This design comes from an exercise in tuning for small area, a short achievable clock period and few clock cycles per item on the open sky130 flow, not from production work.
Where RTL was checked, it was by simulation tests only, not by an equivalence proof against the original.
For run 2, only the layout was checked, not whether the RTL still works.

$ cat flow/design.v
module radd(input [17:0] r, input [15:0] t, output reg [17:0] s);
  reg [9:0] th, s0, s1;
  reg       c, c0, c1;
  integer   i;
  always @(*) begin
    c = 1'b0;
    for (i = 0; i < 8; i = i + 1) begin
      s[i] = r[i] ^ t[i] ^ c;
      c    = (r[i] & t[i]) | (r[i] & c) | (t[i] & c);
    end
    th = {2'b00, t[15:8]};
    c0 = 1'b0;
    c1 = 1'b1;
    for (i = 0; i < 10; i = i + 1) begin
      s0[i] = r[8+i] ^ th[i] ^ c0;
      c0    = (r[8+i] & th[i]) | (r[8+i] & c0) | (th[i] & c0);
      s1[i] = r[8+i] ^ th[i] ^ c1;
      c1    = (r[8+i] & th[i]) | (r[8+i] & c1) | (th[i] & c1);
    end
    s[17:8] = c ? s1 : s0;
  end
endmodule
module mulb(input [7:0] one, input [7:0] two, input [7:0] neg, input one8,
  input [15:0] b, output reg [31:0] s0, output reg [31:0] s1);
  wire [17:0] bx = {1'b0, b, 1'b0};    
  reg m0_0, m0_1, m0_2, m0_3, m0_4, m0_5, m0_6, m0_7, m0_8, m0_9, m0_10, m0_11, m0_12, m0_13, m0_14, m0_15;
  reg m0_16, m1_0, m1_1, m1_2, m1_3, m1_4, m1_5, m1_6, m1_7, m1_8, m1_9, m1_10, m1_11, m1_12, m1_13, m1_14;
  reg m1_15, m1_16, m2_0, m2_1, m2_2, m2_3, m2_4, m2_5, m2_6, m2_7, m2_8, m2_9, m2_10, m2_11, m2_12, m2_13;
  reg m2_14, m2_15, m2_16, m3_0, m3_1, m3_2, m3_3, m3_4, m3_5, m3_6, m3_7, m3_8, m3_9, m3_10, m3_11, m3_12;
  reg m3_13, m3_14, m3_15, m3_16, m4_0, m4_1, m4_2, m4_3, m4_4, m4_5, m4_6, m4_7, m4_8, m4_9, m4_10, m4_11;
  reg m4_12, m4_13, m4_14, m4_15, m4_16, m5_0, m5_1, m5_2, m5_3, m5_4, m5_5, m5_6, m5_7, m5_8, m5_9, m5_10;
  reg m5_11, m5_12, m5_13, m5_14, m5_15, m5_16, m6_0, m6_1, m6_2, m6_3, m6_4, m6_5, m6_6, m6_7, m6_8, m6_9;
  reg m6_10, m6_11, m6_12, m6_13, m6_14, m6_15, m6_16, m7_0, m7_1, m7_2, m7_3, m7_4, m7_5, m7_6, m7_7, m7_8;
  reg m7_9, m7_10, m7_11, m7_12, m7_13, m7_14, m7_15, m7_16, w1, w2, w3, w4, w5, w6, w7, w8;
  reg w9, w10, w11, w12, w13, w14, w15, w16, w17, w18, w19, w20, w21, w22, w23, w24;
  reg w25, w26, w27, w28, w29, w30, w31, w32, w33, w34, w35, w36, w37, w38, w39, w40;
  reg w41, w42, w43, w44, w45, w46, w47, w48, w49, w50, w51, w52, w53, w54, w55, w56;
  reg w57, w58, w59, w60, w61, w62, w63, w64, w65, w66, w67, w68, w69, w70, w71, w72;
  reg w73, w74, w75, w76, w77, w78, w79, w80, w81, w82, w83, w84, w85, w86, w87, w88;
  reg w89, w90, w91, w92, w93, w94, w95, w96, w97, w98, w99, w100, w101, w102, w103, w104;
  reg w105, w106, w107, w108, w109, w110, w111, w112, w113, w114, w115, w116, w117, w118, w119, w120;
  reg w121, w122, w123, w124, w125, w126, w127, w128, w129, w130, w131, w132, w133, w134, w135, w136;
  reg w137, w138, w139, w140, w141, w142, w143, w144, w145, w146, w147, w148, w149, w150, w151, w152;
  reg w153, w154, w155, w156, w157, w158, w159, w160, w161, w162, w163, w164, w165, w166, w167, w168;
  reg w169, w170, w171, w172, w173, w174, w175, w176, w177, w178, w179, w180, w181, w182, w183, w184;
  reg w185, w186, w187, w188, w189, w190, w191, w192, w193, w194, w195, w196, w197, w198, w199, w200;
  reg w201, w202, w203, w204, w205, w206, w207, w208, w209, w210, w211, w212, w213, w214, w215, w216;
  reg w217, w218, w219, w220, w221, w222, w223, w224, w225, w226, w227, w228, w229, w230, w231, w232;
  reg w233, w234, w235, w236, w237, w238, w239, w240, w241, w242, w243, w244, w245, w246, w247, w248;
  reg w249, w250, w251, w252, w253, w254, w255, w256, w257, w258, w259, w260, w261, w262, w263, w264;
  always @(*) begin
    m0_0 = ((one[0] & bx[1]) | (two[0] & bx[0])) ^ neg[0];
    m0_1 = ((one[0] & bx[2]) | (two[0] & bx[1])) ^ neg[0];
    m0_2 = ((one[0] & bx[3]) | (two[0] & bx[2])) ^ neg[0];
    m0_3 = ((one[0] & bx[4]) | (two[0] & bx[3])) ^ neg[0];
    m0_4 = ((one[0] & bx[5]) | (two[0] & bx[4])) ^ neg[0];
    m0_5 = ((one[0] & bx[6]) | (two[0] & bx[5])) ^ neg[0];
    m0_6 = ((one[0] & bx[7]) | (two[0] & bx[6])) ^ neg[0];
    m0_7 = ((one[0] & bx[8]) | (two[0] & bx[7])) ^ neg[0];
    m0_8 = ((one[0] & bx[9]) | (two[0] & bx[8])) ^ neg[0];
    m0_9 = ((one[0] & bx[10]) | (two[0] & bx[9])) ^ neg[0];
    m0_10 = ((one[0] & bx[11]) | (two[0] & bx[10])) ^ neg[0];
    m0_11 = ((one[0] & bx[12]) | (two[0] & bx[11])) ^ neg[0];
    m0_12 = ((one[0] & bx[13]) | (two[0] & bx[12])) ^ neg[0];
    m0_13 = ((one[0] & bx[14]) | (two[0] & bx[13])) ^ neg[0];
    m0_14 = ((one[0] & bx[15]) | (two[0] & bx[14])) ^ neg[0];
    m0_15 = ((one[0] & bx[16]) | (two[0] & bx[15])) ^ neg[0];
    m0_16 = ((one[0] & bx[17]) | (two[0] & bx[16])) ^ neg[0];
    m1_0 = ((one[1] & bx[1]) | (two[1] & bx[0])) ^ neg[1];
    m1_1 = ((one[1] & bx[2]) | (two[1] & bx[1])) ^ neg[1];
    m1_2 = ((one[1] & bx[3]) | (two[1] & bx[2])) ^ neg[1];
    m1_3 = ((one[1] & bx[4]) | (two[1] & bx[3])) ^ neg[1];
    m1_4 = ((one[1] & bx[5]) | (two[1] & bx[4])) ^ neg[1];
    m1_5 = ((one[1] & bx[6]) | (two[1] & bx[5])) ^ neg[1];
    m1_6 = ((one[1] & bx[7]) | (two[1] & bx[6])) ^ neg[1];
    m1_7 = ((one[1] & bx[8]) | (two[1] & bx[7])) ^ neg[1];
    m1_8 = ((one[1] & bx[9]) | (two[1] & bx[8])) ^ neg[1];
    m1_9 = ((one[1] & bx[10]) | (two[1] & bx[9])) ^ neg[1];
    m1_10 = ((one[1] & bx[11]) | (two[1] & bx[10])) ^ neg[1];
    m1_11 = ((one[1] & bx[12]) | (two[1] & bx[11])) ^ neg[1];
    m1_12 = ((one[1] & bx[13]) | (two[1] & bx[12])) ^ neg[1];
    m1_13 = ((one[1] & bx[14]) | (two[1] & bx[13])) ^ neg[1];
    m1_14 = ((one[1] & bx[15]) | (two[1] & bx[14])) ^ neg[1];
    m1_15 = ((one[1] & bx[16]) | (two[1] & bx[15])) ^ neg[1];
    m1_16 = ((one[1] & bx[17]) | (two[1] & bx[16])) ^ neg[1];
    m2_0 = ((one[2] & bx[1]) | (two[2] & bx[0])) ^ neg[2];
    m2_1 = ((one[2] & bx[2]) | (two[2] & bx[1])) ^ neg[2];
    m2_2 = ((one[2] & bx[3]) | (two[2] & bx[2])) ^ neg[2];
    m2_3 = ((one[2] & bx[4]) | (two[2] & bx[3])) ^ neg[2];
    m2_4 = ((one[2] & bx[5]) | (two[2] & bx[4])) ^ neg[2];
    m2_5 = ((one[2] & bx[6]) | (two[2] & bx[5])) ^ neg[2];
    m2_6 = ((one[2] & bx[7]) | (two[2] & bx[6])) ^ neg[2];
    m2_7 = ((one[2] & bx[8]) | (two[2] & bx[7])) ^ neg[2];
    m2_8 = ((one[2] & bx[9]) | (two[2] & bx[8])) ^ neg[2];
    m2_9 = ((one[2] & bx[10]) | (two[2] & bx[9])) ^ neg[2];
    m2_10 = ((one[2] & bx[11]) | (two[2] & bx[10])) ^ neg[2];
    m2_11 = ((one[2] & bx[12]) | (two[2] & bx[11])) ^ neg[2];
    m2_12 = ((one[2] & bx[13]) | (two[2] & bx[12])) ^ neg[2];
    m2_13 = ((one[2] & bx[14]) | (two[2] & bx[13])) ^ neg[2];
    m2_14 = ((one[2] & bx[15]) | (two[2] & bx[14])) ^ neg[2];
    m2_15 = ((one[2] & bx[16]) | (two[2] & bx[15])) ^ neg[2];
    m2_16 = ((one[2] & bx[17]) | (two[2] & bx[16])) ^ neg[2];
    m3_0 = ((one[3] & bx[1]) | (two[3] & bx[0])) ^ neg[3];
    m3_1 = ((one[3] & bx[2]) | (two[3] & bx[1])) ^ neg[3];
    m3_2 = ((one[3] & bx[3]) | (two[3] & bx[2])) ^ neg[3];
    m3_3 = ((one[3] & bx[4]) | (two[3] & bx[3])) ^ neg[3];
    m3_4 = ((one[3] & bx[5]) | (two[3] & bx[4])) ^ neg[3];
    m3_5 = ((one[3] & bx[6]) | (two[3] & bx[5])) ^ neg[3];
    m3_6 = ((one[3] & bx[7]) | (two[3] & bx[6])) ^ neg[3];
    m3_7 = ((one[3] & bx[8]) | (two[3] & bx[7])) ^ neg[3];
    m3_8 = ((one[3] & bx[9]) | (two[3] & bx[8])) ^ neg[3];
    m3_9 = ((one[3] & bx[10]) | (two[3] & bx[9])) ^ neg[3];
    m3_10 = ((one[3] & bx[11]) | (two[3] & bx[10])) ^ neg[3];
    m3_11 = ((one[3] & bx[12]) | (two[3] & bx[11])) ^ neg[3];
    m3_12 = ((one[3] & bx[13]) | (two[3] & bx[12])) ^ neg[3];
    m3_13 = ((one[3] & bx[14]) | (two[3] & bx[13])) ^ neg[3];
    m3_14 = ((one[3] & bx[15]) | (two[3] & bx[14])) ^ neg[3];
    m3_15 = ((one[3] & bx[16]) | (two[3] & bx[15])) ^ neg[3];
    m3_16 = ((one[3] & bx[17]) | (two[3] & bx[16])) ^ neg[3];
    m4_0 = ((one[4] & bx[1]) | (two[4] & bx[0])) ^ neg[4];
    m4_1 = ((one[4] & bx[2]) | (two[4] & bx[1])) ^ neg[4];
    m4_2 = ((one[4] & bx[3]) | (two[4] & bx[2])) ^ neg[4];
    m4_3 = ((one[4] & bx[4]) | (two[4] & bx[3])) ^ neg[4];
    m4_4 = ((one[4] & bx[5]) | (two[4] & bx[4])) ^ neg[4];
    m4_5 = ((one[4] & bx[6]) | (two[4] & bx[5])) ^ neg[4];
    m4_6 = ((one[4] & bx[7]) | (two[4] & bx[6])) ^ neg[4];
    m4_7 = ((one[4] & bx[8]) | (two[4] & bx[7])) ^ neg[4];
    m4_8 = ((one[4] & bx[9]) | (two[4] & bx[8])) ^ neg[4];
    m4_9 = ((one[4] & bx[10]) | (two[4] & bx[9])) ^ neg[4];
    m4_10 = ((one[4] & bx[11]) | (two[4] & bx[10])) ^ neg[4];
    m4_11 = ((one[4] & bx[12]) | (two[4] & bx[11])) ^ neg[4];
    m4_12 = ((one[4] & bx[13]) | (two[4] & bx[12])) ^ neg[4];
    m4_13 = ((one[4] & bx[14]) | (two[4] & bx[13])) ^ neg[4];
    m4_14 = ((one[4] & bx[15]) | (two[4] & bx[14])) ^ neg[4];
    m4_15 = ((one[4] & bx[16]) | (two[4] & bx[15])) ^ neg[4];
    m4_16 = ((one[4] & bx[17]) | (two[4] & bx[16])) ^ neg[4];
    m5_0 = ((one[5] & bx[1]) | (two[5] & bx[0])) ^ neg[5];
    m5_1 = ((one[5] & bx[2]) | (two[5] & bx[1])) ^ neg[5];
    m5_2 = ((one[5] & bx[3]) | (two[5] & bx[2])) ^ neg[5];
    m5_3 = ((one[5] & bx[4]) | (two[5] & bx[3])) ^ neg[5];
    m5_4 = ((one[5] & bx[5]) | (two[5] & bx[4])) ^ neg[5];
    m5_5 = ((one[5] & bx[6]) | (two[5] & bx[5])) ^ neg[5];
    m5_6 = ((one[5] & bx[7]) | (two[5] & bx[6])) ^ neg[5];
    m5_7 = ((one[5] & bx[8]) | (two[5] & bx[7])) ^ neg[5];
    m5_8 = ((one[5] & bx[9]) | (two[5] & bx[8])) ^ neg[5];
    m5_9 = ((one[5] & bx[10]) | (two[5] & bx[9])) ^ neg[5];
    m5_10 = ((one[5] & bx[11]) | (two[5] & bx[10])) ^ neg[5];
    m5_11 = ((one[5] & bx[12]) | (two[5] & bx[11])) ^ neg[5];
    m5_12 = ((one[5] & bx[13]) | (two[5] & bx[12])) ^ neg[5];
    m5_13 = ((one[5] & bx[14]) | (two[5] & bx[13])) ^ neg[5];
    m5_14 = ((one[5] & bx[15]) | (two[5] & bx[14])) ^ neg[5];
    m5_15 = ((one[5] & bx[16]) | (two[5] & bx[15])) ^ neg[5];
    m5_16 = ((one[5] & bx[17]) | (two[5] & bx[16])) ^ neg[5];
    m6_0 = ((one[6] & bx[1]) | (two[6] & bx[0])) ^ neg[6];
    m6_1 = ((one[6] & bx[2]) | (two[6] & bx[1])) ^ neg[6];
    m6_2 = ((one[6] & bx[3]) | (two[6] & bx[2])) ^ neg[6];
    m6_3 = ((one[6] & bx[4]) | (two[6] & bx[3])) ^ neg[6];
    m6_4 = ((one[6] & bx[5]) | (two[6] & bx[4])) ^ neg[6];
    m6_5 = ((one[6] & bx[6]) | (two[6] & bx[5])) ^ neg[6];
    m6_6 = ((one[6] & bx[7]) | (two[6] & bx[6])) ^ neg[6];
    m6_7 = ((one[6] & bx[8]) | (two[6] & bx[7])) ^ neg[6];
    m6_8 = ((one[6] & bx[9]) | (two[6] & bx[8])) ^ neg[6];
    m6_9 = ((one[6] & bx[10]) | (two[6] & bx[9])) ^ neg[6];
    m6_10 = ((one[6] & bx[11]) | (two[6] & bx[10])) ^ neg[6];
    m6_11 = ((one[6] & bx[12]) | (two[6] & bx[11])) ^ neg[6];
    m6_12 = ((one[6] & bx[13]) | (two[6] & bx[12])) ^ neg[6];
    m6_13 = ((one[6] & bx[14]) | (two[6] & bx[13])) ^ neg[6];
    m6_14 = ((one[6] & bx[15]) | (two[6] & bx[14])) ^ neg[6];
    m6_15 = ((one[6] & bx[16]) | (two[6] & bx[15])) ^ neg[6];
    m6_16 = ((one[6] & bx[17]) | (two[6] & bx[16])) ^ neg[6];
    m7_0 = ((one[7] & bx[1]) | (two[7] & bx[0])) ^ neg[7];
    m7_1 = ((one[7] & bx[2]) | (two[7] & bx[1])) ^ neg[7];
    m7_2 = ((one[7] & bx[3]) | (two[7] & bx[2])) ^ neg[7];
    m7_3 = ((one[7] & bx[4]) | (two[7] & bx[3])) ^ neg[7];
    m7_4 = ((one[7] & bx[5]) | (two[7] & bx[4])) ^ neg[7];
    m7_5 = ((one[7] & bx[6]) | (two[7] & bx[5])) ^ neg[7];
    m7_6 = ((one[7] & bx[7]) | (two[7] & bx[6])) ^ neg[7];
    m7_7 = ((one[7] & bx[8]) | (two[7] & bx[7])) ^ neg[7];
    m7_8 = ((one[7] & bx[9]) | (two[7] & bx[8])) ^ neg[7];
    m7_9 = ((one[7] & bx[10]) | (two[7] & bx[9])) ^ neg[7];
    m7_10 = ((one[7] & bx[11]) | (two[7] & bx[10])) ^ neg[7];
    m7_11 = ((one[7] & bx[12]) | (two[7] & bx[11])) ^ neg[7];
    m7_12 = ((one[7] & bx[13]) | (two[7] & bx[12])) ^ neg[7];
    m7_13 = ((one[7] & bx[14]) | (two[7] & bx[13])) ^ neg[7];
    m7_14 = ((one[7] & bx[15]) | (two[7] & bx[14])) ^ neg[7];
    m7_15 = ((one[7] & bx[16]) | (two[7] & bx[15])) ^ neg[7];
    m7_16 = ((one[7] & bx[17]) | (two[7] & bx[16])) ^ neg[7];
    w1 = m0_10 ^ m1_8;
    w2 = m0_10 & m1_8;
    w3 = m0_11 ^ m1_9;
    w4 = m0_11 & m1_9;
    w5 = m0_12 ^ m1_10 ^ m2_8;
    w6 = (m0_12 & m1_10) | (m0_12 & m2_8) | (m1_10 & m2_8);
    w7 = m3_6 ^ m4_4;
    w8 = m3_6 & m4_4;
    w9 = m0_13 ^ m1_11 ^ m2_9;
    w10 = (m0_13 & m1_11) | (m0_13 & m2_9) | (m1_11 & m2_9);
    w11 = m3_7 ^ m4_5;
    w12 = m3_7 & m4_5;
    w13 = m0_14 ^ m1_12 ^ m2_10;
    w14 = (m0_14 & m1_12) | (m0_14 & m2_10) | (m1_12 & m2_10);
    w15 = m3_8 ^ m4_6 ^ m5_4;
    w16 = (m3_8 & m4_6) | (m3_8 & m5_4) | (m4_6 & m5_4);
    w17 = m6_2 ^ m7_0;
    w18 = m6_2 & m7_0;
    w19 = m0_15 ^ m1_13 ^ m2_11;
    w20 = (m0_15 & m1_13) | (m0_15 & m2_11) | (m1_13 & m2_11);
    w21 = m3_9 ^ m4_7 ^ m5_5;
    w22 = (m3_9 & m4_7) | (m3_9 & m5_5) | (m4_7 & m5_5);
    w23 = m6_3 ^ m7_1;
    w24 = m6_3 & m7_1;
    w25 = m0_16 ^ m1_14 ^ m2_12;
    w26 = (m0_16 & m1_14) | (m0_16 & m2_12) | (m1_14 & m2_12);
    w27 = m3_10 ^ m4_8 ^ m5_6;
    w28 = (m3_10 & m4_8) | (m3_10 & m5_6) | (m4_8 & m5_6);
    w29 = m6_4 ^ m7_2 ^ (one8 & b[0]);
    w30 = (m6_4 & m7_2) | (m6_4 & (one8 & b[0])) | (m7_2 & (one8 & b[0]));
    w31 = m1_15 ^ m2_13 ^ m3_11;
    w32 = (m1_15 & m2_13) | (m1_15 & m3_11) | (m2_13 & m3_11);
    w33 = m4_9 ^ m5_7 ^ m6_5;
    w34 = (m4_9 & m5_7) | (m4_9 & m6_5) | (m5_7 & m6_5);
    w35 = m7_3 ^ (one8 & b[1]) ^ neg[0];
    w36 = (m7_3 & (one8 & b[1])) | (m7_3 & neg[0]) | ((one8 & b[1]) & neg[0]);
    w37 = m1_16 ^ m2_14 ^ m3_12;
    w38 = (m1_16 & m2_14) | (m1_16 & m3_12) | (m2_14 & m3_12);
    w39 = m4_10 ^ m5_8 ^ m6_6;
    w40 = (m4_10 & m5_8) | (m4_10 & m6_6) | (m5_8 & m6_6);
    w41 = m7_4 ^ (one8 & b[2]) ^ neg[0];
    w42 = (m7_4 & (one8 & b[2])) | (m7_4 & neg[0]) | ((one8 & b[2]) & neg[0]);
    w43 = ~neg[1] ^ m2_15 ^ m3_13;
    w44 = (~neg[1] & m2_15) | (~neg[1] & m3_13) | (m2_15 & m3_13);
    w45 = m4_11 ^ m5_9 ^ m6_7;
    w46 = (m4_11 & m5_9) | (m4_11 & m6_7) | (m5_9 & m6_7);
    w47 = m7_5 ^ (one8 & b[3]) ^ ~neg[0];
    w48 = (m7_5 & (one8 & b[3])) | (m7_5 & ~neg[0]) | ((one8 & b[3]) & ~neg[0]);
    w49 = m2_16 ^ m3_14 ^ m4_12;
    w50 = (m2_16 & m3_14) | (m2_16 & m4_12) | (m3_14 & m4_12);
    w51 = m5_10 ^ m6_8 ^ m7_6;
    w52 = (m5_10 & m6_8) | (m5_10 & m7_6) | (m6_8 & m7_6);
    w53 = (one8 & b[4]) ^ 1'b1;
    w54 = (one8 & b[4]) & 1'b1;
    w55 = ~neg[2] ^ m3_15 ^ m4_13;
    w56 = (~neg[2] & m3_15) | (~neg[2] & m4_13) | (m3_15 & m4_13);
    w57 = m5_11 ^ m6_9 ^ m7_7;
    w58 = (m5_11 & m6_9) | (m5_11 & m7_7) | (m6_9 & m7_7);
    w59 = m3_16 ^ m4_14 ^ m5_12;
    w60 = (m3_16 & m4_14) | (m3_16 & m5_12) | (m4_14 & m5_12);
    w61 = m6_10 ^ m7_8;
    w62 = m6_10 & m7_8;
    w63 = ~neg[3] ^ m4_15 ^ m5_13;
    w64 = (~neg[3] & m4_15) | (~neg[3] & m5_13) | (m4_15 & m5_13);
    w65 = m4_16 ^ m5_14;
    w66 = m4_16 & m5_14;
    w67 = m0_6 ^ m1_4;
    w68 = m0_6 & m1_4;
    w69 = m0_7 ^ m1_5;
    w70 = m0_7 & m1_5;
    w71 = m0_8 ^ m1_6 ^ m2_4;
    w72 = (m0_8 & m1_6) | (m0_8 & m2_4) | (m1_6 & m2_4);
    w73 = m3_2 ^ m4_0;
    w74 = m3_2 & m4_0;
    w75 = m0_9 ^ m1_7 ^ m2_5;
    w76 = (m0_9 & m1_7) | (m0_9 & m2_5) | (m1_7 & m2_5);
    w77 = m3_3 ^ m4_1;
    w78 = m3_3 & m4_1;
    w79 = w1 ^ m2_6 ^ m3_4;
    w80 = (w1 & m2_6) | (w1 & m3_4) | (m2_6 & m3_4);
    w81 = m4_2 ^ m5_0 ^ neg[5];
    w82 = (m4_2 & m5_0) | (m4_2 & neg[5]) | (m5_0 & neg[5]);
    w83 = w2 ^ w3 ^ m2_7;
    w84 = (w2 & w3) | (w2 & m2_7) | (w3 & m2_7);
    w85 = m3_5 ^ m4_3 ^ m5_1;
    w86 = (m3_5 & m4_3) | (m3_5 & m5_1) | (m4_3 & m5_1);
    w87 = w4 ^ w5 ^ w7;
    w88 = (w4 & w5) | (w4 & w7) | (w5 & w7);
    w89 = m5_2 ^ m6_0 ^ neg[6];
    w90 = (m5_2 & m6_0) | (m5_2 & neg[6]) | (m6_0 & neg[6]);
    w91 = w6 ^ w8 ^ w9;
    w92 = (w6 & w8) | (w6 & w9) | (w8 & w9);
    w93 = w11 ^ m5_3 ^ m6_1;
    w94 = (w11 & m5_3) | (w11 & m6_1) | (m5_3 & m6_1);
    w95 = w10 ^ w12 ^ w13;
    w96 = (w10 & w12) | (w10 & w13) | (w12 & w13);
    w97 = w15 ^ w17 ^ neg[7];
    w98 = (w15 & w17) | (w15 & neg[7]) | (w17 & neg[7]);
    w99 = w14 ^ w16 ^ w18;
    w100 = (w14 & w16) | (w14 & w18) | (w16 & w18);
    w101 = w19 ^ w21 ^ w23;
    w102 = (w19 & w21) | (w19 & w23) | (w21 & w23);
    w103 = w20 ^ w22 ^ w24;
    w104 = (w20 & w22) | (w20 & w24) | (w22 & w24);
    w105 = w25 ^ w27 ^ w29;
    w106 = (w25 & w27) | (w25 & w29) | (w27 & w29);
    w107 = w26 ^ w28 ^ w30;
    w108 = (w26 & w28) | (w26 & w30) | (w28 & w30);
    w109 = w31 ^ w33 ^ w35;
    w110 = (w31 & w33) | (w31 & w35) | (w33 & w35);
    w111 = w32 ^ w34 ^ w36;
    w112 = (w32 & w34) | (w32 & w36) | (w34 & w36);
    w113 = w37 ^ w39 ^ w41;
    w114 = (w37 & w39) | (w37 & w41) | (w39 & w41);
    w115 = w38 ^ w40 ^ w42;
    w116 = (w38 & w40) | (w38 & w42) | (w40 & w42);
    w117 = w43 ^ w45 ^ w47;
    w118 = (w43 & w45) | (w43 & w47) | (w45 & w47);
    w119 = w44 ^ w46 ^ w48;
    w120 = (w44 & w46) | (w44 & w48) | (w46 & w48);
    w121 = w49 ^ w51 ^ w53;
    w122 = (w49 & w51) | (w49 & w53) | (w51 & w53);
    w123 = w50 ^ w52 ^ w54;
    w124 = (w50 & w52) | (w50 & w54) | (w52 & w54);
    w125 = w55 ^ w57 ^ (one8 & b[5]);
    w126 = (w55 & w57) | (w55 & (one8 & b[5])) | (w57 & (one8 & b[5]));
    w127 = w56 ^ w58 ^ w59;
    w128 = (w56 & w58) | (w56 & w59) | (w58 & w59);
    w129 = w61 ^ (one8 & b[6]) ^ 1'b1;
    w130 = (w61 & (one8 & b[6])) | (w61 & 1'b1) | ((one8 & b[6]) & 1'b1);
    w131 = w60 ^ w62 ^ w63;
    w132 = (w60 & w62) | (w60 & w63) | (w62 & w63);
    w133 = m6_11 ^ m7_9 ^ (one8 & b[7]);
    w134 = (m6_11 & m7_9) | (m6_11 & (one8 & b[7])) | (m7_9 & (one8 & b[7]));
    w135 = w64 ^ w65 ^ m6_12;
    w136 = (w64 & w65) | (w64 & m6_12) | (w65 & m6_12);
    w137 = m7_10 ^ (one8 & b[8]) ^ 1'b1;
    w138 = (m7_10 & (one8 & b[8])) | (m7_10 & 1'b1) | ((one8 & b[8]) & 1'b1);
    w139 = w66 ^ ~neg[4] ^ m5_15;
    w140 = (w66 & ~neg[4]) | (w66 & m5_15) | (~neg[4] & m5_15);
    w141 = m6_13 ^ m7_11 ^ (one8 & b[9]);
    w142 = (m6_13 & m7_11) | (m6_13 & (one8 & b[9])) | (m7_11 & (one8 & b[9]));
    w143 = m5_16 ^ m6_14 ^ m7_12;
    w144 = (m5_16 & m6_14) | (m5_16 & m7_12) | (m6_14 & m7_12);
    w145 = (one8 & b[10]) ^ 1'b1;
    w146 = (one8 & b[10]) & 1'b1;
    w147 = ~neg[5] ^ m6_15 ^ m7_13;
    w148 = (~neg[5] & m6_15) | (~neg[5] & m7_13) | (m6_15 & m7_13);
    w149 = m6_16 ^ m7_14;
    w150 = m6_16 & m7_14;
    w151 = m0_4 ^ m1_2;
    w152 = m0_4 & m1_2;
    w153 = m0_5 ^ m1_3;
    w154 = m0_5 & m1_3;
    w155 = w67 ^ m2_2 ^ m3_0;
    w156 = (w67 & m2_2) | (w67 & m3_0) | (m2_2 & m3_0);
    w157 = w68 ^ w69 ^ m2_3;
    w158 = (w68 & w69) | (w68 & m2_3) | (w69 & m2_3);
    w159 = w70 ^ w71 ^ w73;
    w160 = (w70 & w71) | (w70 & w73) | (w71 & w73);
    w161 = w72 ^ w74 ^ w75;
    w162 = (w72 & w74) | (w72 & w75) | (w74 & w75);
    w163 = w76 ^ w78 ^ w79;
    w164 = (w76 & w78) | (w76 & w79) | (w78 & w79);
    w165 = w80 ^ w82 ^ w83;
    w166 = (w80 & w82) | (w80 & w83) | (w82 & w83);
    w167 = w84 ^ w86 ^ w87;
    w168 = (w84 & w86) | (w84 & w87) | (w86 & w87);
    w169 = w88 ^ w90 ^ w91;
    w170 = (w88 & w90) | (w88 & w91) | (w90 & w91);
    w171 = w92 ^ w94 ^ w95;
    w172 = (w92 & w94) | (w92 & w95) | (w94 & w95);
    w173 = w96 ^ w98 ^ w99;
    w174 = (w96 & w98) | (w96 & w99) | (w98 & w99);
    w175 = w100 ^ w102 ^ w103;
    w176 = (w100 & w102) | (w100 & w103) | (w102 & w103);
    w177 = w104 ^ w106 ^ w107;
    w178 = (w104 & w106) | (w104 & w107) | (w106 & w107);
    w179 = w108 ^ w110 ^ w111;
    w180 = (w108 & w110) | (w108 & w111) | (w110 & w111);
    w181 = w112 ^ w114 ^ w115;
    w182 = (w112 & w114) | (w112 & w115) | (w114 & w115);
    w183 = w116 ^ w118 ^ w119;
    w184 = (w116 & w118) | (w116 & w119) | (w118 & w119);
    w185 = w120 ^ w122 ^ w123;
    w186 = (w120 & w122) | (w120 & w123) | (w122 & w123);
    w187 = w124 ^ w126 ^ w127;
    w188 = (w124 & w126) | (w124 & w127) | (w126 & w127);
    w189 = w128 ^ w130 ^ w131;
    w190 = (w128 & w130) | (w128 & w131) | (w130 & w131);
    w191 = w132 ^ w134 ^ w135;
    w192 = (w132 & w134) | (w132 & w135) | (w134 & w135);
    w193 = w136 ^ w138 ^ w139;
    w194 = (w136 & w138) | (w136 & w139) | (w138 & w139);
    w195 = w140 ^ w142 ^ w143;
    w196 = (w140 & w142) | (w140 & w143) | (w142 & w143);
    w197 = w144 ^ w146 ^ w147;
    w198 = (w144 & w146) | (w144 & w147) | (w146 & w147);
    w199 = w148 ^ w149 ^ (one8 & b[12]);
    w200 = (w148 & w149) | (w148 & (one8 & b[12])) | (w149 & (one8 & b[12]));
    w201 = w150 ^ ~neg[6] ^ m7_15;
    w202 = (w150 & ~neg[6]) | (w150 & m7_15) | (~neg[6] & m7_15);
    w203 = m7_16 ^ (one8 & b[14]);
    w204 = m7_16 & (one8 & b[14]);
    w205 = m0_2 ^ m1_0;
    w206 = m0_2 & m1_0;
    w207 = m0_3 ^ m1_1;
    w208 = m0_3 & m1_1;
    w209 = w151 ^ m2_0 ^ neg[2];
    w210 = (w151 & m2_0) | (w151 & neg[2]) | (m2_0 & neg[2]);
    w211 = w152 ^ w153 ^ m2_1;
    w212 = (w152 & w153) | (w152 & m2_1) | (w153 & m2_1);
    w213 = w154 ^ w155 ^ neg[3];
    w214 = (w154 & w155) | (w154 & neg[3]) | (w155 & neg[3]);
    w215 = w156 ^ w157 ^ m3_1;
    w216 = (w156 & w157) | (w156 & m3_1) | (w157 & m3_1);
    w217 = w158 ^ w159 ^ neg[4];
    w218 = (w158 & w159) | (w158 & neg[4]) | (w159 & neg[4]);
    w219 = w160 ^ w161 ^ w77;
    w220 = (w160 & w161) | (w160 & w77) | (w161 & w77);
    w221 = w162 ^ w163 ^ w81;
    w222 = (w162 & w163) | (w162 & w81) | (w163 & w81);
    w223 = w164 ^ w165 ^ w85;
    w224 = (w164 & w165) | (w164 & w85) | (w165 & w85);
    w225 = w166 ^ w167 ^ w89;
    w226 = (w166 & w167) | (w166 & w89) | (w167 & w89);
    w227 = w168 ^ w169 ^ w93;
    w228 = (w168 & w169) | (w168 & w93) | (w169 & w93);
    w229 = w170 ^ w171 ^ w97;
    w230 = (w170 & w171) | (w170 & w97) | (w171 & w97);
    w231 = w172 ^ w173 ^ w101;
    w232 = (w172 & w173) | (w172 & w101) | (w173 & w101);
    w233 = w174 ^ w175 ^ w105;
    w234 = (w174 & w175) | (w174 & w105) | (w175 & w105);
    w235 = w176 ^ w177 ^ w109;
    w236 = (w176 & w177) | (w176 & w109) | (w177 & w109);
    w237 = w178 ^ w179 ^ w113;
    w238 = (w178 & w179) | (w178 & w113) | (w179 & w113);
    w239 = w180 ^ w181 ^ w117;
    w240 = (w180 & w181) | (w180 & w117) | (w181 & w117);
    w241 = w182 ^ w183 ^ w121;
    w242 = (w182 & w183) | (w182 & w121) | (w183 & w121);
    w243 = w184 ^ w185 ^ w125;
    w244 = (w184 & w185) | (w184 & w125) | (w185 & w125);
    w245 = w186 ^ w187 ^ w129;
    w246 = (w186 & w187) | (w186 & w129) | (w187 & w129);
    w247 = w188 ^ w189 ^ w133;
    w248 = (w188 & w189) | (w188 & w133) | (w189 & w133);
    w249 = w190 ^ w191 ^ w137;
    w250 = (w190 & w191) | (w190 & w137) | (w191 & w137);
    w251 = w192 ^ w193 ^ w141;
    w252 = (w192 & w193) | (w192 & w141) | (w193 & w141);
    w253 = w194 ^ w195 ^ w145;
    w254 = (w194 & w195) | (w194 & w145) | (w195 & w145);
    w255 = w196 ^ w197 ^ (one8 & b[11]);
    w256 = (w196 & w197) | (w196 & (one8 & b[11])) | (w197 & (one8 & b[11]));
    w257 = w198 ^ w199 ^ 1'b1;
    w258 = (w198 & w199) | (w198 & 1'b1) | (w199 & 1'b1);
    w259 = w200 ^ w201 ^ (one8 & b[13]);
    w260 = (w200 & w201) | (w200 & (one8 & b[13])) | (w201 & (one8 & b[13]));
    w261 = w202 ^ w203 ^ 1'b1;
    w262 = (w202 & w203) | (w202 & 1'b1) | (w203 & 1'b1);
    w263 = w204 ^ ~neg[7] ^ (one8 & b[15]);
    w264 = (w204 & ~neg[7]) | (w204 & (one8 & b[15])) | (~neg[7] & (one8 & b[15]));
    s0[0] = m0_0;
    s1[0] = neg[0];
    s0[1] = m0_1;
    s1[1] = 1'b0;
    s0[2] = w205;
    s1[2] = neg[1];
    s0[3] = w206;
    s1[3] = w207;
    s0[4] = w208;
    s1[4] = w209;
    s0[5] = w210;
    s1[5] = w211;
    s0[6] = w212;
    s1[6] = w213;
    s0[7] = w214;
    s1[7] = w215;
    s0[8] = w216;
    s1[8] = w217;
    s0[9] = w218;
    s1[9] = w219;
    s0[10] = w220;
    s1[10] = w221;
    s0[11] = w222;
    s1[11] = w223;
    s0[12] = w224;
    s1[12] = w225;
    s0[13] = w226;
    s1[13] = w227;
    s0[14] = w228;
    s1[14] = w229;
    s0[15] = w230;
    s1[15] = w231;
    s0[16] = w232;
    s1[16] = w233;
    s0[17] = w234;
    s1[17] = w235;
    s0[18] = w236;
    s1[18] = w237;
    s0[19] = w238;
    s1[19] = w239;
    s0[20] = w240;
    s1[20] = w241;
    s0[21] = w242;
    s1[21] = w243;
    s0[22] = w244;
    s1[22] = w245;
    s0[23] = w246;
    s1[23] = w247;
    s0[24] = w248;
    s1[24] = w249;
    s0[25] = w250;
    s1[25] = w251;
    s0[26] = w252;
    s1[26] = w253;
    s0[27] = w254;
    s1[27] = w255;
    s0[28] = w256;
    s1[28] = w257;
    s0[29] = w258;
    s1[29] = w259;
    s0[30] = w260;
    s1[30] = w261;
    s0[31] = w262;
    s1[31] = w263;
  end
endmodule
module cpa32h(input [31:0] a, input [31:0] b, output reg [15:0] s,
  output reg c16, output reg c17, output reg c18, output reg c19);
  reg g0, p0, g1, p1, g2, p2, g3, p3, g4, p4, g5, p5, g6, p6, g7, p7;
  reg g8, p8, g9, p9, g10, p10, g11, p11, g12, p12, g13, p13, g14, p14, g15, p15;
  reg g16, p16, g17, p17, g18, p18, g19, p19, g20, p20, g21, p21, g22, p22, g23, p23;
  reg g24, p24, g25, p25, g26, p26, g27, p27, g28, p28, g29, p29, g30, p30, g31, p31;
  reg G1, G2, P2, G3, P3, G4, P4, G5, P5, G6, P6, G7, P7, G8, P8, G9;
  reg G10, P10, G11, P11, G12, P12, G13, G14, P14, G15, G16, P16, G17, P17, G18, P18;
  reg G19, P19, G20, P20, G21, P21, G22, P22, G23, P23, G24, P24, G25, P25, G26, P26;
  reg G27, P27, G28, P28, G29, P29, G30, P30, G31, P31, G32, P32, G33, P33, G34, P34;
  reg G35, P35, G36, P36, G37, P37, G38, P38, G39, P39, G40, P40, G41, P41, G42, P42;
  reg G43, P43, G44, P44, G45, P45, G46, P46, G47, P47, c20, c21, c22, c23, c24, c25;
  reg c26, c27, c28, c29, c30, c31, c32;
  always @(*) begin
    g0 = a[0] & b[0];
    p0 = a[0] ^ b[0];
    g1 = a[1] & b[1];
    p1 = a[1] ^ b[1];
    g2 = a[2] & b[2];
    p2 = a[2] ^ b[2];
    g3 = a[3] & b[3];
    p3 = a[3] ^ b[3];
    g4 = a[4] & b[4];
    p4 = a[4] ^ b[4];
    g5 = a[5] & b[5];
    p5 = a[5] ^ b[5];
    g6 = a[6] & b[6];
    p6 = a[6] ^ b[6];
    g7 = a[7] & b[7];
    p7 = a[7] ^ b[7];
    g8 = a[8] & b[8];
    p8 = a[8] ^ b[8];
    g9 = a[9] & b[9];
    p9 = a[9] ^ b[9];
    g10 = a[10] & b[10];
    p10 = a[10] ^ b[10];
    g11 = a[11] & b[11];
    p11 = a[11] ^ b[11];
    g12 = a[12] & b[12];
    p12 = a[12] ^ b[12];
    g13 = a[13] & b[13];
    p13 = a[13] ^ b[13];
    g14 = a[14] & b[14];
    p14 = a[14] ^ b[14];
    g15 = a[15] & b[15];
    p15 = a[15] ^ b[15];
    g16 = a[16] & b[16];
    p16 = a[16] ^ b[16];
    g17 = a[17] & b[17];
    p17 = a[17] ^ b[17];
    g18 = a[18] & b[18];
    p18 = a[18] ^ b[18];
    g19 = a[19] & b[19];
    p19 = a[19] ^ b[19];
    g20 = a[20] & b[20];
    p20 = a[20] ^ b[20];
    g21 = a[21] & b[21];
    p21 = a[21] ^ b[21];
    g22 = a[22] & b[22];
    p22 = a[22] ^ b[22];
    g23 = a[23] & b[23];
    p23 = a[23] ^ b[23];
    g24 = a[24] & b[24];
    p24 = a[24] ^ b[24];
    g25 = a[25] & b[25];
    p25 = a[25] ^ b[25];
    g26 = a[26] & b[26];
    p26 = a[26] ^ b[26];
    g27 = a[27] & b[27];
    p27 = a[27] ^ b[27];
    g28 = a[28] & b[28];
    p28 = a[28] ^ b[28];
    g29 = a[29] & b[29];
    p29 = a[29] ^ b[29];
    g30 = a[30] & b[30];
    p30 = a[30] ^ b[30];
    g31 = a[31] & b[31];
    p31 = a[31] ^ b[31];
    G1 = g1 | (p1 & g0);
    G2 = g3 | (p3 & g2);
    P2 = p3 & p2;
    G3 = g5 | (p5 & g4);
    P3 = p5 & p4;
    G4 = g7 | (p7 & g6);
    P4 = p7 & p6;
    G5 = g9 | (p9 & g8);
    P5 = p9 & p8;
    G6 = g11 | (p11 & g10);
    P6 = p11 & p10;
    G7 = g13 | (p13 & g12);
    P7 = p13 & p12;
    G8 = g15 | (p15 & g14);
    P8 = p15 & p14;
    G9 = G2 | (P2 & G1);
    G10 = G4 | (P4 & G3);
    P10 = P4 & P3;
    G11 = G6 | (P6 & G5);
    P11 = P6 & P5;
    G12 = G8 | (P8 & G7);
    P12 = P8 & P7;
    G13 = G10 | (P10 & G9);
    G14 = G12 | (P12 & G11);
    P14 = P12 & P11;
    G15 = G14 | (P14 & G13);
    c16 = G15;
    G16 = g17 | (p17 & g16);
    P16 = p17 & p16;
    G17 = g19 | (p19 & g18);
    P17 = p19 & p18;
    G18 = g21 | (p21 & g20);
    P18 = p21 & p20;
    G19 = g23 | (p23 & g22);
    P19 = p23 & p22;
    G20 = g25 | (p25 & g24);
    P20 = p25 & p24;
    G21 = g27 | (p27 & g26);
    P21 = p27 & p26;
    G22 = g29 | (p29 & g28);
    P22 = p29 & p28;
    G23 = g31 | (p31 & g30);
    P23 = p31 & p30;
    G24 = g18 | (p18 & G16);
    P24 = p18 & P16;
    G25 = G17 | (P17 & G16);
    P25 = P17 & P16;
    G26 = g22 | (p22 & G18);
    P26 = p22 & P18;
    G27 = G19 | (P19 & G18);
    P27 = P19 & P18;
    G28 = g26 | (p26 & G20);
    P28 = p26 & P20;
    G29 = G21 | (P21 & G20);
    P29 = P21 & P20;
    G30 = g30 | (p30 & G22);
    P30 = p30 & P22;
    G31 = G23 | (P23 & G22);
    P31 = P23 & P22;
    G32 = g20 | (p20 & G25);
    P32 = p20 & P25;
    G33 = G18 | (P18 & G25);
    P33 = P18 & P25;
    G34 = G26 | (P26 & G25);
    P34 = P26 & P25;
    G35 = G27 | (P27 & G25);
    P35 = P27 & P25;
    G36 = g28 | (p28 & G29);
    P36 = p28 & P29;
    G37 = G22 | (P22 & G29);
    P37 = P22 & P29;
    G38 = G30 | (P30 & G29);
    P38 = P30 & P29;
    G39 = G31 | (P31 & G29);
    P39 = P31 & P29;
    G40 = g24 | (p24 & G35);
    P40 = p24 & P35;
    G41 = G20 | (P20 & G35);
    P41 = P20 & P35;
    G42 = G28 | (P28 & G35);
    P42 = P28 & P35;
    G43 = G29 | (P29 & G35);
    P43 = P29 & P35;
    G44 = G36 | (P36 & G35);
    P44 = P36 & P35;
    G45 = G37 | (P37 & G35);
    P45 = P37 & P35;
    G46 = G38 | (P38 & G35);
    P46 = P38 & P35;
    G47 = G39 | (P39 & G35);
    P47 = P39 & P35;
    c17 = g16 | (p16 & c16);
    c18 = G16 | (P16 & c16);
    c19 = G24 | (P24 & c16);
    c20 = G25 | (P25 & c16);
    c21 = G32 | (P32 & c16);
    c22 = G33 | (P33 & c16);
    c23 = G34 | (P34 & c16);
    c24 = G35 | (P35 & c16);
    c25 = G40 | (P40 & c16);
    c26 = G41 | (P41 & c16);
    c27 = G42 | (P42 & c16);
    c28 = G43 | (P43 & c16);
    c29 = G44 | (P44 & c16);
    c30 = G45 | (P45 & c16);
    c31 = G46 | (P46 & c16);
    c32 = G47 | (P47 & c16);
    s[0] = p16 ^ c16;
    s[1] = p17 ^ c17;
    s[2] = p18 ^ c18;
    s[3] = p19 ^ c19;
    s[4] = p20 ^ c20;
    s[5] = p21 ^ c21;
    s[6] = p22 ^ c22;
    s[7] = p23 ^ c23;
    s[8] = p24 ^ c24;
    s[9] = p25 ^ c25;
    s[10] = p26 ^ c26;
    s[11] = p27 ^ c27;
    s[12] = p28 ^ c28;
    s[13] = p29 ^ c29;
    s[14] = p30 ^ c30;
    s[15] = p31 ^ c31;
  end
endmodule
module Exponential(input clk, rst, start, input [15:0] x,
                   output done, output [1:0] intpart, output [15:0] fracpart);
  reg        busy;
  reg [3:0]  step;
  reg [7:0]  one, two, neg;    
  reg        one8;             
  reg [15:0] t;       
  reg [17:0] r;       
  reg        acc;     
  wire [31:0] p0, p1;
  mulb mul(.one(one), .two(two), .neg(neg), .one8(one8), .b(t), .s0(p0), .s1(p1));
  wire [15:0] p;
  wire        c16, c17, c18, c19;
  cpa32h cpa(.a(p0), .b(p1), .s(p), .c16(c16), .c17(c17), .c18(c18), .c19(c19));
  reg [15:0] q;
  always @(*) begin
    case (step)
      4'd0:    q = {1'b0, p[15:1]};
      4'd3:    q = {2'b0, p[15:2]};
      4'd10:   q = {3'b0, p[15:3]};
      default: q = p;
    endcase
  end
  wire q_term = (step == 4'd0) | (step == 4'd2) | (step == 4'd3) | (step == 4'd5) |
                (step == 4'd7) | (step == 4'd9) | (step == 4'd10);
  reg [3:0] thr;
  always @(*) begin
    case (step)
      4'd0:    thr = 4'd2;
      4'd1:    thr = 4'd4;
      4'd2:    thr = 4'd3;
      4'd3:    thr = 4'd4;
      4'd4:    thr = 4'd6;
      4'd5:    thr = 4'd5;
      4'd6:    thr = 4'd7;
      4'd7:    thr = 4'd6;
      4'd8:    thr = 4'd8;
      4'd9:    thr = 4'd7;
      4'd10:   thr = 4'd8;
      default: thr = 4'd15;
    endcase
  end
  wire fin = (step == 4'd11) | ((t[15:4] == 12'd0) & (t[3:0] <= thr));
  wire go     = start & done;
  reg [15:0] y_next;
  always @(*) begin
    case (step)
      4'd1:    y_next = 16'h5555;
      4'd4:    y_next = 16'h3333;
      4'd6:    y_next = 16'h2AAA;
      4'd8:    y_next = 16'h2492;
      default: y_next = x;
    endcase
  end
  wire [15:0] y = go ? x : y_next;
  wire [16:0] ym = {y, 1'b0};    
  wire [7:0]  one_n, two_n, neg_n;
  genvar j;
  generate
    for (j = 0; j < 8; j = j + 1) begin : enc
      assign one_n[j] = ym[2*j+1] ^ ym[2*j];
      assign two_n[j] = (ym[2*j+2] & ~ym[2*j+1] & ~ym[2*j]) | (~ym[2*j+2] & ym[2*j+1] & ym[2*j]);
      assign neg_n[j] = ym[2*j+2];
    end
  endgenerate
  wire [17:0] rsum;
  radd ra(.r(r), .t((acc & busy) ? t : 16'd0), .s(rsum));
  wire [3:0] tlo = (acc & busy) ? t[3:0] : 4'd0;
  assign {intpart, fracpart} = r + {14'd0, tlo};
  assign done = ~busy | fin;
  wire [15:0] bw;       
  wire [15:0] xd;       
  assign bw[1] = 1'b1;
  assign xd[0] = x[0];
  generate
    for (j = 1; j < 16; j = j + 1) begin : dec
      assign xd[j] = x[j] ^ bw[j];
      if (j < 15) begin : b
        assign bw[j+1] = bw[j] & ~x[j];
      end
    end
  endgenerate
  assign bw[0] = 1'b0;
  wire [15:0] t0 = (bw[15] & ~x[15]) ? 16'd0 : xd;
  always @(posedge clk or posedge rst) begin
    if (rst)
      busy <= 1'b0;
    else if (go)
      busy <= 1'b1;
    else if (fin)
      busy <= 1'b0;
  end
  always @(posedge clk) begin
    step <= go ? 4'd0 : step + 4'd1;
    one  <= one_n;
    two  <= two_n;
    neg  <= neg_n;
    one8 <= y[15];
    t    <= go ? t0 : q;
    acc  <= go | q_term;
    r    <= go ? 18'h0FFFF : rsum;
  end
endmodule
$ cat flow/constraint.sdc
create_clock -name core_clock -period 9.0 [get_ports {clk}]
set_input_delay 1.8000 -clock core_clock [delete_from_list [all_inputs] [get_ports {clk}]]
set_output_delay 1.8000 -clock core_clock [all_outputs]
set_load 0.01 [all_outputs]
$ cat flow/config.mk
export PLATFORM = sky130hd
export DESIGN_NAME = Exponential
export DESIGN_NICKNAME = Exponential
export VERILOG_FILES = /design/flow/design.v
export SDC_FILE = /design/flow/constraint.sdc
export NUM_CORES = 4
export LEC_CHECK = 0
export CAP_MARGIN = 20
export CORE_MARGIN = 2
export CORE_UTILIZATION = 60
export CTS_BUF_LIST = sky130_fd_sc_hd__clkbuf_4 sky130_fd_sc_hd__clkbuf_8
export CTS_CLUSTER_SIZE = 40
export SETUP_SLACK_MARGIN = 3.25
export SLEW_MARGIN = 20
$ cat flow/run.sh
#!/bin/bash
# synth_recipe.tcl (not shown) runs the flow's synth.tcl, then flattens the netlist and writes it again
# the make line also repeats each setting of config.mk as NAME=value (left out here)
make -C /OpenROAD-flow-scripts/flow DESIGN_CONFIG=/design/flow/config.mk WORK_HOME=/design/flow/orfs CLKGATE_MAP_FILE= SYNTH_SCRIPT=/design/flow/synth_recipe.tcl finish
==> results of run 1 <==
[logic make-up after synthesis]
logic type	after synthesis	synth area share [%]
AOI/OAI and AO/OA	257	18.41
buffers and inverters	255	9.399
and+or+nand+nor	229	10.92
adders and majority gates	196	31.45
xor gates and xnor gates	183	15.45
DFF	68	13.11
muxes	13	1.260
[worst max path at each step]
stage,cells past startpoint,startpoint,to,slack [ns]
after detailed placement,18,t[13],t[7],2.76
after CTS,20,busy,r[17],3.28
after floorplan,21,neg[7],t[13],3.30
after global routing,20,neg[3],t[13],3.25
final,20,neg[3],t[10],3.52
after global placement,18,t[13],t[7],2.84
[cell usage in the layout, fill, tap and decap left out, types with 4 or more instances in the layout]
cell             instances
inv_1                  153
xnor2_1                135
a22oi_1                121
fa_1                   107
ha_1                    84
nand2_1                 72
nor2_1                  47
xor2_1                  44
dfxtp_1                 38
clkdlybuf4s50_1         37
a21oi_1                 32
buf_4                   22
o21ai_0                 21
and3_1                  19
nand3_1                 19
dfxtp_4                 18
and2_1                  15
mux2i_1                 12
nand2b_1                11
dfxtp_2                 11
nor3_1                   9
clkbuf_8                 9
a21o_1                   8
o221ai_1                 8
or3_1                    6
a22o_1                   6
nor4_1                   5
clkinvlp_4               5
or2_2                    5
o22ai_1                  5
a222oi_1                 5
nor2b_1                  4
o21a_1                   4
a21oi_2                  4
o21bai_1                 4
[layer usage]
metal	global-route usage, %	share of wire (%)	vias up
li1	-	-	3969
met1	42.14	41	4259
met2	53.51	48	341
met3	5.686	7.0	71
met4	12.09	3.5	0
met5	0	0	-
[final cells by class]
| class | instances | share of cell area (%) |
|---|---|---|
| Clock buffer | 10 | 1.170 |
| Tap cell | 225 | 2.508 |
| Multi-Input combinational cell | 878 | 72.69 |
| Timing Repair Buffer | 61 | 4.972 |
| Sequential cell | 68 | 12.91 |
| Clock inverter | 6 | 0.4347 |
| Inverter | 157 | 5.317 |
[registers in the layout, indices dropped and copies added, names as in the netlist]
register,flops
acc,1
r,18
neg,8
thr,4
step,4
one,8
busy,1
t,16
two,8
[per-stage QoR]
step | cells | hold WS [ns] | setup slack, ns | area (um^2)
after global routing | 1405 | 0.5791 | 3.253 | 11220
after detailed placement | 1382 | 0.5160 | 2.757 | 10810
final | 1405 | 0.5361 | 3.518 | 11220
after global placement | 1382 | 0.5061 | 2.845 | 10810
after CTS | 1401 | 0.5361 | 3.284 | 11070
after floorplan | 1201 | 0.4677 | 3.297 | 10420
[what timing repair did]
action | 4_1_cts | 5_1_grt
gates resized for setup | 29 | 40
hold endpoints to repair | 0 | 0
buffers inserted | 3 | 4
pin swaps | 0 | 3
endpoints found under the setup margin | 18 | 18
[worst max-delay path, cell delays in order (launching register included)]
cell      delay, ns
dfxtp_1        0.33
buf_6          0.22
inv_2          0.20
xnor2_1        0.20
fa_1           0.55
inv_1          0.06
fa_1           0.41
inv_1          0.10
fa_1           0.44
fa_1           0.51
inv_1          0.04
ha_1           0.35
and4_4         0.27
and3_4         0.22
nand3_1        0.08
o22a_1         0.25
a221oi_4       0.35
xor2_1         0.35
a22o_1         0.20
a21oi_1        0.05
o221ai_2       0.18
==> flow_summary_export.csv, run 1 <==
group,metric,value,unit
clock_tree,cts_tree,"yes",
min_path,hold_path_class,"reg -> reg",
final_layout,regArea,0.001449,mm^2
synthesis,synth-seq-area-share,13.11,%
timing,period_minus_slack,5.482,ns
timing,worst_pin_slew,0.7382,ns
worst_setup_path,r2r_setup_slack,3.52,ns
synthesis,netlist_instances,1201,
die,die_w,135.8,um
clock_tree,cts_max_level,3,
route,drtIter0Drc,593,
synthesis,syn_nets,1416,
final_layout,nets,1390,
route,vias_per_cell,6.149,
grt,grt.total_usage,32.24,%
placement,port_buffers,37,
final_layout,layout-drive-gt1-share,9.407,%
die,dieArea,0.01844,mm^2
clock_tree,cts_max_path_buffers,2,
clock_tree,cts_buffers,9,
grt,overflow,0,
synthesis,synth_top_area_share,21.13,%
clock_tree,clkTransAtPathRegs,0.09,ns
grt,grt_pass1_wl,45620,um
timing,finalSetupViolations,0,
timing,slew_violations,0,
final_layout,area_delta_synth_final,7.682,%
route,first_pass_iters,7,
die,start_util,60.90,%
worst_setup_path,crit_path_start_kind,"flop",
synthesis,synth_area_leader_cell,"fa_1",
final_layout,num-fill-cells,1518,
final_layout,final_util,65.58,%
min_path,min_to,"step[0]",
worst_setup_path,cp-end-kind,"flop",
timing,hold_viol,0,
worst_setup_path,timing.rr.end,"t[10]",
worst_setup_path,cp.required,9.28,ns
die,ios,38,
route,num_vias,8640,
job,maxCapViolations,0,
clock_tree,clock-sinks,68,
route,drc,0,
clock_tree,clk_latency,0.36,ns
grt,antenna_found_initial,1,
synthesis,yosysMostFrequentCell,"inv_1",
worst_setup_path,reg2reg_depth,20,
synthesis,synth-edff-count,0,
timing,fin_crit_sh,60.91,%
synthesis,synth_area,0.01042,mm^2
synthesis,yosysWarnings,4,
final_layout,num_antenna_cells,0,
placement,place.gp.congestion,0.9492,
clock_tree,root_buffer,"clkbuf_8",
synthesis,ys.flop_type,"dfxtp_1",
die,row_count,48,
grt,grt_pass1_vias,8508,
worst_setup_path,worstPathArrival,5.76,ns
min_path,whs_path_depth,1,
die,die_y,135.8,um
grt,grt_max_degree,34,
timing,slew_headroom,50.76,%
route,wl,28750,um
min_path,hold_start,"step[0]",
timing,tns,0,ns
route,ant_nets,0,
worst_setup_path,r2r-start,"neg[3]",
outcome,status,"finished clean",
synthesis,synthTopCellsByCount,"inv_1, xnor2_1, a22oi_1",
timing,skew,0.01960,ns
timing,fmax,182.4,MHz
die,core,0.01712,mm^2
placement,place_hpwl,20080,um
synthesis,ys_async_sr_fraction,1.471,%
timing,rsz0062_at_grt,"false",
worst_setup_path,critPathMaxFanout,11,
synthesis,yosysUniqueCellTypes,78,
final_layout,multi_input_area,0.008159,mm^2
worst_setup_path,worst-setup-path-type,"reg -> reg",
clock_tree,ctsHoldBuffers,0,
synthesis,ys_ff_latch,68,
synthesis,synth_area_leaders,"fa_1, dfxtp_1, xnor2_1",
synthesis,syn_avg_cell_area,8.679,um^2
route,wl_per_cell,20.46,um
Testbench counts, summed over its fixed seeds: cycles 3,058, items 384.
==> inputs of run 2 (changes only) <==
--- a/flow/design.v
+++ b/flow/design.v
@@ -745,20 +745,22 @@
                 (step == 4'd7) | (step == 4'd9) | (step == 4'd10);
-  reg [3:0] thr;
+  wire x15 = ~one8;                        
+  wire x13 = ~one8 & ~one[7] & ~two[7];    
+  reg [6:0] thr;
   always @(*) begin
     case (step)
-      4'd0:    thr = 4'd2;
-      4'd1:    thr = 4'd4;
-      4'd2:    thr = 4'd3;
-      4'd3:    thr = 4'd4;
-      4'd4:    thr = 4'd6;
-      4'd5:    thr = 4'd5;
-      4'd6:    thr = 4'd7;
-      4'd7:    thr = 4'd6;
-      4'd8:    thr = 4'd8;
-      4'd9:    thr = 4'd7;
-      4'd10:   thr = 4'd8;
-      default: thr = 4'd15;
+      4'd0:    thr = x13 ? 7'd16 : x15 ? 7'd4  : 7'd2;
+      4'd1:    thr = x13 ? 7'd32 : x15 ? 7'd8  : 7'd4;
+      4'd2:    thr = 7'd3;
+      4'd3:    thr = x13 ? 7'd32 : x15 ? 7'd8  : 7'd4;
+      4'd4:    thr = x13 ? 7'd48 : x15 ? 7'd12 : 7'd6;
+      4'd5:    thr = 7'd5;
+      4'd6:    thr = x13 ? 7'd56 : x15 ? 7'd14 : 7'd7;
+      4'd7:    thr = 7'd6;
+      4'd8:    thr = x13 ? 7'd64 : x15 ? 7'd16 : 7'd8;
+      4'd9:    thr = 7'd7;
+      4'd10:   thr = x13 ? 7'd64 : x15 ? 7'd16 : 7'd8;
+      default: thr = 7'd127;
     endcase
   end
-  wire fin = (step == 4'd11) | ((t[15:4] == 12'd0) & (t[3:0] <= thr));
+  wire fin = (step == 4'd11) | ((t[15:7] == 9'd0) & (t[6:0] <= thr));
   wire go     = start & done;
@@ -787,4 +789,4 @@
   radd ra(.r(r), .t((acc & busy) ? t : 16'd0), .s(rsum));
-  wire [3:0] tlo = (acc & busy) ? t[3:0] : 4'd0;
-  assign {intpart, fracpart} = r + {14'd0, tlo};
+  wire [6:0] tlo = (acc & busy) ? t[6:0] : 7'd0;
+  assign {intpart, fracpart} = r + {11'd0, tlo};
   assign done = ~busy | fin;
==> run 2 against run 1 <==
- critical path depth unchanged
- design area increased by 3.6%
- die area up 3.2%
- setup slack worse by 0.036 ns
- register-to-register slack got worse by 0.04 ns
- core utilization grew 1.2 points
- still clean on timing, DRC and antenna
- first-iteration DRC count rose by 10%
- clock skew shrank 0.0084 ns
- sequential cell count shrank 4
- synthesized area grew 3.3%
- critical endpoint is now t[4]
==> flow_summary_export.csv, run 2 <==
group,metric,value,unit
worst_setup_path,critPathMaxFanout,19,
worst_setup_path,r2r-start,"t[8]",
timing,worst_pin_slew,0.8318,ns
timing,fin_hold_ws,0.4847,ns
timing,fin_crit_sh,61.31,%
final_layout,regMostFlops,"r",
synthesis,yosysWarnings,4,
clock_tree,clock-sinks,64,
job,maxCapViolations,0,
die,dieArea,0.01904,mm^2
placement,dp_slack,2.864,ns
final_layout,final_util,66.75,%
worst_setup_path,worstPathArrival,5.77,ns
timing,skew,0.01122,ns
clock_tree,cts_tree,"yes",
synthesis,synth-edff-count,0,
route,ant_nets,0,
worst_setup_path,r2r_setup_slack,3.48,ns
die,die_w,138.0,um
synthesis,synth_top_area_share,20.45,%
synthesis,synth_area_leader_cell,"fa_1",
route,wl,31620,um
route,wl_per_cell,21.16,um
timing,fmax,181.2,MHz
placement,port_buffers,37,
worst_setup_path,cp_top_family,"adder cells",
worst_setup_path,crit_top_cell,"fa_1",
timing,hold_viol,0,
final_layout,final_common_cell,"xnor2_1",
worst_setup_path,cp.required,9.25,ns
synthesis,synth_area_leaders,"fa_1, xnor2_1, dfxtp_1",
die,core,0.01742,mm^2
final_layout,area_delta_synth_final,7.934,%
min_path,hold_path_class,"reg -> reg",
die,ios,38,
final_layout,reg_top3,"r (18), t (16)",
final_layout,largest_reg_flops,18,
synthesis,syn_nets,1511,
synthesis,yosysUniqueCellTypes,72,
placement,place_hpwl,22520,um
min_path,whs_path_depth,1,
clock_tree,cts_buffers,9,
timing,setup_ws,3.483,ns
route,vias_per_cell,6.223,
clock_tree,root_buffer,"clkbuf_8",
synthesis,ys.flop_type,"dfxtp_1",
clock_tree,cts_max_level,3,
route,first_pass_iters,6,
worst_setup_path,crit_slowest_cell,"dfxtp_2",
synthesis,syn_avg_cell_area,8.336,um^2
grt,grt.total_usage,34.55,%
grt,overflow,0,
timing,period_minus_slack,5.517,ns
clock_tree,cts_max_path_buffers,2,
die,row_count,48,
worst_setup_path,crit_buf_inv,4,
grt,grt_pass1_vias,9002,
synthesis,synth_area,0.01077,mm^2
grt,antenna_found_initial,0,
synthesis,ys_ff_latch,64,
worst_setup_path,crit_cells,20,
synthesis,synthTopCellsByCount,"xnor2_1, inv_1, a22oi_1",
timing,finalSetupViolations,0,
grt,grt_pass1_wl,49760,um
worst_setup_path,timing.rr.end,"t[4]",
timing,slew_violations,0,
worst_setup_path,max_stage_delay,0.63,ns
placement,place.gp.congestion,0.9265,
final_layout,nets,1483,
route,num_vias,9297,
grt,grt_max_degree,37,
worst_setup_path,startpoint,"t[8]",
outcome,status,"finished clean",
final_layout,layout_common_cells,"xnor2_1, inv_1, a22oi_1",
die,die_y,138.0,um
synthesis,yosysMostFrequentCell,"xnor2_1",
die,start_util,61.84,%
final_layout,num-fill-cells,1452,
final_layout,layout-drive-gt1-share,9.062,%
timing,rsz0062_at_grt,"true",
worst_setup_path,worst-setup-path-type,"reg -> reg",
worst_setup_path,reg2reg_depth,20,
route,drc,0,
worst_setup_path,cp-end-kind,"flop",
timing,tns,0,ns
worst_setup_path,path_cells,"a22oi_1 > xnor2_1 > fa_1 > inv_1 > fa_1 > inv_1 > fa_1 > inv_1 > fa_1 > ha_1 > nand2_1 > nor4_4 > o31ai_4 > a211oi_4 > buf_4 > nor2_4 > nand3b_2 > o211ai_1 > a221o_1 > o31a_1",
timing,slew_headroom,44.12,%
final_layout,num_antenna_cells,0,
synthesis,netlist_instances,1292,
synthesis,ys_async_sr_fraction,1.563,%
clock_tree,clkTransAtPathRegs,0.08,ns
route,drtIter0Drc,653,
clock_tree,clk_latency,0.36,ns
synthesis,synth-seq-area-share,11.94,%
worst_setup_path,crit_path_start_kind,"flop",
worst_setup_path,endpoint,"t[4]",
[run 2: stage by stage]
stage / instances / instance area, um^2
floorplan: 1292 / 10770
global placement: 1469 / 11160
detailed placement: 1469 / 11160
CTS: 1486 / 11430
global route: 1494 / 11620
finish: 1494 / 11620
[run 2: cell families after synthesis]
kind of cell | count (synthesis) | share of synthesized area, %
compound gates | 302 | 19.91
simple gates | 270 | 11.93
buf+inv | 260 | 9.189
fa+ha+maj | 200 | 30.90
xor+xnor | 181 | 14.72
flops | 64 | 11.94
mux | 15 | 1.406
[run 2: cell type report]
| cell class | count | area, um^2 | share of cell area, % |
|---|---|---|---|
| clock inverters | 7 | 95.09 | 0.8180 |
| well taps | 225 | 281.5 | 2.422 |
| inverters | 155 | 591.8 | 5.091 |
| clock buffers | 9 | 123.9 | 1.066 |
| multi-input cells | 968 | 8567 | 73.69 |
| flip-flops and latches | 64 | 1353 | 11.63 |
| repair buffers | 66 | 613.1 | 5.274 |
[run 2: worst register-to-register path: cells and delay by family (launching register included)]
kind | cells | cell delay [ns]
adders and majority gates | 5 | 2.10
AOI/OAI and AO/OA | 6 | 1.52
DFF | 1 | 0.63
and+or+nand+nor | 4 | 0.58
buffers and inverters | 4 | 0.39
xor gates and xnor gates | 1 | 0.18
[run 2: worst min path at each step]
stage                    to  startpoint  slack (ns)
floorplan           step[0]     step[0]        0.44
global placement    step[0]     step[0]        0.46
detailed placement  step[0]     step[0]        0.47
CTS                 step[0]     step[0]        0.49
global route        step[0]     step[0]        0.53
finish              step[0]     step[0]        0.48
[run 2: repair_timing]
action                     in CTS  in global routing
resized for setup              21                 50
pin swaps                       0                  4
buffers inserted                1                  8
hold endpoints to repair        0                  0
setup endpoints to repair      18                 19
gates cloned                    0                  0
hold buffers                    0                  0
[run 2: layer usage]
layer / track usage (%) / share of wire, % / vias to the layer above / wire [um]
met5: 0 / 0 / - / 0
met4: 8.447 / 2.4 / 0 / 748
met3: 7.346 / 8.2 / 73 / 2586
met2: 57.73 / 47 / 414 / 14950
met1: 45.82 / 42 / 4536 / 13340
li1: - / - / 4274 / -

re-timing with driven ports:
In the flow no input, the clock included, has a driving cell. The finished layouts below were timed again as built, in two steps.
Step 1 assumes that a clkbuf_16 drives the clock port and a buf_2 every other input.
Step 2 adds t to the input delays and takes it off the output delays; t is the mean of the earliest and latest rising clock arrival at the registers after step 1. Input paths then give back, and output paths get back, about the clock's delay inside the block.
a / b / c = no drivers / after step 1 / after step 2; a / b = the first two.
run | t (ns) | slack for setup (ns) | worst setup path at the end | pins driven straight from the clock port
run 1 | 0.386 | 3.518 / 3.518 / 3.518 | register to register | 1
run 2 | 0.392 | 3.483 / 3.483 / 3.284 | input to register | 1
After both steps setup and hold are still met in every run listed. For run 2, which loses most, drivers alone change the setup slack by 0.000 ns; drivers and shift together by -0.199 ns.
